From an optimization exercise on the open Yosys and OpenROAD flow, aimed at small area and a short achievable clock period; shortcuts taken in it are not production practice. In this exercise RTL edits were held to simulation tests only and were not proved equivalent to the original.

==> inputs of job 4588 <==
## openmips
module openmips(
	input wire		clk,
	input wire 		rst,
	input wire[31:0]	 rom_data_i,
	output wire[31:0] rom_addr_o,
	output wire			 rom_ce_o,
	input wire[31:0]	 ram_data_i,
	output wire[31:0] ram_addr_o,
	output wire[31:0] ram_data_o,
	output wire			 ram_we_o,
	output wire[3:0]	 ram_sel_o,
	output wire			 ram_ce_o
);
export LEC_CHECK = 0
export CAP_MARGIN = 20
export CORE_MARGIN = 2
export CORE_UTILIZATION = 40
export SETUP_SLACK_MARGIN = 5
export SLEW_MARGIN = 20
export TNS_END_PERCENT = 100
create_clock -name core_clock -period 9.5 [get_ports {clk}]
run.sh (not shown) runs the stock make flow with config.mk's settings and CLKGATE_MAP_FILE= SYNTH_SCRIPT=/design/flow/synth_recipe.tcl, a recipe that flattens the netlist after the stock synthesis.
==> job 907 (differences from job 4588) <==
--- a/flow/design.v
+++ b/flow/design.v
@@ -30,25 +30,30 @@
 	output wire			 ram_we_o,
 	output wire[3:0]	 ram_sel_o,
 	output wire			 ram_ce_o
 );
 	reg			ce;
-	reg[31:2]	pc;			 
-	reg[31:2]	pc4;		 
+	reg[31:2]	pc_seq;		 
+	reg[31:2]	ex_target;	 
 	reg			ex_halt;	 
-	wire		taken;		 
+	reg			br_u, br_beq, br_bne;	 
+	reg[3:0]	br_grp;
+	wire		br_eq = &br_grp;
+	wire		ex_taken = br_u | (br_beq & br_eq) | (br_bne & ~br_eq);
 	wire[31:2]	target;
-	assign rom_addr_o = {pc, 2'b00};
+	wire[31:2] fetch_pc = ex_taken ? ex_target : pc_seq;
+	assign rom_addr_o = {fetch_pc, 2'b00};
 	assign rom_ce_o = ce;
-	wire[31:2] pc_inc = pc + 30'd1;
+	wire[31:2] seq_inc = pc_seq + 30'd1;
+	wire[31:2] tgt_inc = ex_target + 30'd1;
 	always @ (posedge clk) begin
 		ce <= ~rst;
-		pc4 <= pc_inc;
 		if (~ce)
-			pc <= 30'd0;
+			pc_seq <= 30'd0;
 		else if (~ex_halt)
-			pc <= taken ? target : pc_inc;
+			pc_seq <= ex_taken ? tgt_inc : seq_inc;
+		ex_target <= target;
 	end
 	reg[31:0]	id_inst;
 	reg			id_valid;
 	always @ (posedge clk) begin
 		id_inst <= rom_data_i;
@@ -96,10 +101,19 @@
 	wire wreg  = r_alu | s_any | i_alu | i_pref | i_lw;
 	wire[4:0] wd = (i_alu | i_lw) ? rt : rd;
 	wire		ex_wreg;
 	wire[4:0]	ex_wd;
 	wire[31:0]	ex_res;
+	wire[31:0]	ex_other;			 
+	reg[31:0]	ex_A, ex_B;
+	reg[15:0]	ex_imm;
+	reg			r_ex_wreg;
+	reg[4:0]	r_ex_wd;
+	reg[3:0]	ex_lut;		 
+	reg			ex_arith, ex_sub, ex_slti;
+	reg			ex_shift, ex_shl, ex_sra;
+	reg			ex_ld, ex_st;
 	reg			mem_wreg;
 	reg[4:0]	mem_wd;
 	reg			mem_ce;
 	reg[31:0]	mem_val;
 	wire[31:0]	mem_res = mem_ce ? ram_data_i : mem_val;
@@ -107,11 +121,11 @@
 	reg[4:0]	wb_wd;
 	reg[31:0]	wb_data;
 	wire[31:0]	rf1, rf2;
 	regfile regfile(
 		.clk(clk),
-		.we(wb_wreg & ~rst),
+		.we(wb_wreg),
 		.waddr(wb_wd),
 		.wdata(wb_data),
 		.raddr1(rs),
 		.rdata1(rf1),
 		.raddr2(rt),
@@ -122,28 +136,35 @@
 	wire e1 = ex_wreg && ex_wd == rs;
 	wire e2 = ex_wreg && ex_wd == rt;
 	wire[31:0] nx1 = (mem_wreg && mem_wd == rs) ? mem_res : rd1;
 	wire[31:0] nx2 = (mem_wreg && mem_wd == rt) ? mem_res : rd2;
 	wire[31:0] opA = (~s_any & e1) ? ex_res : (s_any ? {27'd0, sa} : nx1);
-	wire[31:0] opB = (~i_alu & e2) ? ex_res : (i_alu ? {{16{imm[15]}}, imm} : nx2);
-	wire eq_nn = (nx1 == nx2);
-	wire eq_e1 = (ex_res == nx2);
-	wire eq_e2 = (nx1 == ex_res);
-	wire eq = e1 ? (e2 | eq_e1) : (e2 ? eq_e2 : eq_nn);
+	wire sub = f_sub | i_slti;
+	wire[31:0] nb = (i_alu ? {{16{imm[15]}}, imm} : nx2) ^ {32{sub}};
+	wire selB = ~i_alu & e2;
+	wire[31:0] opB_t1 = selB ? {32{~sub}} : nb;	 
+	wire[31:0] opB_t0 = selB ? {32{sub}} : nb;	 
+	wire[31:0] opB = (ex_res & opB_t1) | (~ex_res & opB_t0);
+	wire[31:0] cmp = e1 ? nx2 : nx1;
+	wire[31:0] ok_nn = ~(nx1 ^ nx2);
+	wire[31:0] ok_other = ~(ex_other ^ cmp);
+	wire[31:0] sk = ex_A ^ ex_B ^ cmp;
+	wire[31:0] sg = (ex_A & ex_B) | (ex_A & sk) | (ex_B & sk);
+	wire[31:0] ok_sum = ~(sk ^ {sg[30:0], ex_sub});
+	wire[31:0] ok = (e1 | e2) ? (ex_arith ? ok_sum : ok_other) : ok_nn;
+	wire both = e1 & e2;
+	wire[3:0] grp;
+	genvar gi;
+	generate
+		for (gi = 0; gi < 4; gi = gi + 1) begin : g_grp
+			assign grp[gi] = both | (&ok[8*gi+7:8*gi]);
+		end
+	endgenerate
 	wire neg = e1 ? ex_res[31] : nx1[31];
-	assign taken = id_valid & (i_j | (i_beq & eq) | (i_bne & ~eq) | (i_bltz & neg));
-	assign target = i_j ? {pc4[31:28], id_inst[25:0]}
-						: pc4 + {{14{imm[15]}}, imm};
+	assign target = i_j ? {pc_seq[31:28], id_inst[25:0]}
+						: pc_seq + {{14{imm[15]}}, imm};
 	wire v = id_valid & ~rst;
-	reg[31:0]	ex_A, ex_B;
-	reg[15:0]	ex_imm;
-	reg			r_ex_wreg;
-	reg[4:0]	r_ex_wd;
-	reg[3:0]	ex_lut;		 
-	reg			ex_arith, ex_sub, ex_slti;
-	reg			ex_shift, ex_shl, ex_sra;
-	reg			ex_ld, ex_st;
 	assign ex_wreg = r_ex_wreg;
 	assign ex_wd = r_ex_wd;
 	always @ (posedge clk) begin
 		ex_A <= opA;
 		ex_B <= opB;
@@ -153,37 +174,42 @@
 				  (f_and | i_andi)       ? 4'b1000 :
 				  (f_xor | i_xori)       ? 4'b0110 :
 				  f_nor                  ? 4'b0001 :
 				  i_sw                   ? 4'b1010 : 4'b0000;
 		ex_arith <= f_add | i_addiu | f_sub;
-		ex_sub <= f_sub | i_slti;
+		ex_sub <= sub;
 		ex_slti <= i_slti;
 		ex_shift <= s_any | f_sllv | f_srlv | f_srav;
 		ex_shl <= s_sll | f_sllv;
 		ex_sra <= s_sra | f_srav;
 		r_ex_wreg <= v & wreg;
 		ex_ld <= v & i_lw;
 		ex_st <= v & i_sw;
 		ex_halt <= ~rst & (ex_halt | (id_valid & i_halt));
+		br_u <= v & ~ex_halt & (i_j | (i_bltz & neg));
+		br_beq <= v & ~ex_halt & i_beq;
+		br_bne <= v & ~ex_halt & i_bne;
+		br_grp <= grp;
 	end
 	wire[31:0] A = ex_A;
 	wire[31:0] B = ex_B;
 	wire[31:0] lut_res = (~A & ~B & {32{ex_lut[0]}}) | (~A & B & {32{ex_lut[1]}})
 					   | ( A & ~B & {32{ex_lut[2]}}) | ( A & B & {32{ex_lut[3]}});
-	wire[32:0] sum33 = {A, ex_sub} + {B ^ {32{ex_sub}}, ex_sub};
+	wire[31:0] Y = B;	 
+	wire[32:0] sum33 = {A, ex_sub} + {Y, ex_sub};
 	wire[31:0] sum = sum33[32:1];
 	function [31:0] rev32(input [31:0] x);
 		integer k;
 		for (k = 0; k < 32; k = k + 1) rev32[k] = x[31-k];
 	endfunction
 	wire[31:0] sh_in = ex_shl ? rev32(B) : B;
 	wire[63:0] sh_w = {{32{ex_sra & B[31]}}, sh_in} >> A[4:0];
 	wire[31:0] sh_out = ex_shl ? rev32(sh_w[31:0]) : sh_w[31:0];
-	assign ex_res = lut_res
-				  | (sum & {32{ex_arith}})
-				  | {31'd0, sum[31] & ex_slti}
-				  | (sh_out & {32{ex_shift}});
+	assign ex_other = lut_res
+					| {31'd0, sum[31] & ex_slti}
+					| (sh_out & {32{ex_shift}});
+	assign ex_res = ex_other | (sum & {32{ex_arith}});
 	wire[31:0] ex_addr = A + {{16{ex_imm[15]}}, ex_imm};
 	reg			mem_st;
 	reg[31:0]	mem_addr;
 	wire		go = ~rst & ~ex_halt;
 	always @ (posedge clk) begin
==> flow/flow/run.sh (new file) <==
#!/bin/bash
set -euo pipefail
MARGIN="${MARGIN:-5.5}"
bash standard.sh \
  "BUFFER_PORTS_ARGS=-buffer_cell sky130_fd_sc_hd__buf_2" \
  "SETUP_SLACK_MARGIN=${MARGIN}" \
  finish > flow_make.log 2>&1
==> flow/standard.sh (new file) <==
#!/bin/bash
# synth_recipe.tcl (not shown) runs the flow's synth.tcl, then flattens the netlist and writes it again
# the make line also repeats each setting of config.mk as NAME=value (left out here)
make -C /OpenROAD-flow-scripts/flow DESIGN_CONFIG=/design/flow/config.mk WORK_HOME=/design/flow/orfs CLKGATE_MAP_FILE= SYNTH_SCRIPT=/design/flow/synth_recipe.tcl "${@:-finish}"
SETUP_SLACK_MARGIN = default   (was 5)
removed: flow/run.sh
==> out/results.tsv <==
metric	value	unit
CTS Buf Count	144	
worst skew pair latency	0.81	ns
sw frac	0.283	
Die Y	415	um
Simple-Gate Fraction of Synth Area	0.0752	
Post-CTS Repair Setup Buffers	120	
Worst Path Arrival	6.66	ns
area grow syn2layout	19.7	%
met1 GRT Util	0.384	
outcome	complete, no violations	
-- figures above: job 4588

==> out/results.tsv <==
metric	value	unit
outcome	complete, no violations	
routed wire length	286000	um
multi-input gate count	3458	
global-route wire length before repair	394000	um
Post-CTS Repair Setup Buffers	101	
DRC	0	
worst skew pair latency	0.84	ns
Simple-Gate Fraction of Synth Area	0.0693	
Die Y	425	um
family with the most delay on the worst path	multiplexers	
area grow syn2layout	18.8	%
Worst Path Arrival	2.98	ns
Seq. cell area	0.0361	mm2
DRT Pass-1 Iters	6	
-- figures above: job 907

## separate check: timing with driven ports
How much do the figures lean on ideal ports? The routed layouts below were timed once more, with nothing changed but the port constraints.
Step 1, drivers: a clkbuf_16 drives clk and a buf_2 each remaining input, both assumed.
Step 2, shift: input delay + t, output delay - t, t = (earliest + latest rising clock arrival at the registers) / 2. This alone moves slack from input paths to output paths.
Three values: no drivers, after step 1, after step 2; two values: the first two.
| run | t (ns) | setup slack, ns | worst setup path at the end |
|---|---|---|---|
| job 4588 | 0.859 | 3.521 / 3.521 / 2.837 | input to register |
| job 907 | 0.899 | 4.622 / 4.540 / 4.353 | input to register |
After both steps setup and hold are still met in every run listed. For job 4588, which loses most, drivers alone change the setup slack by 0.000 ns; drivers and shift together by -0.684 ns.
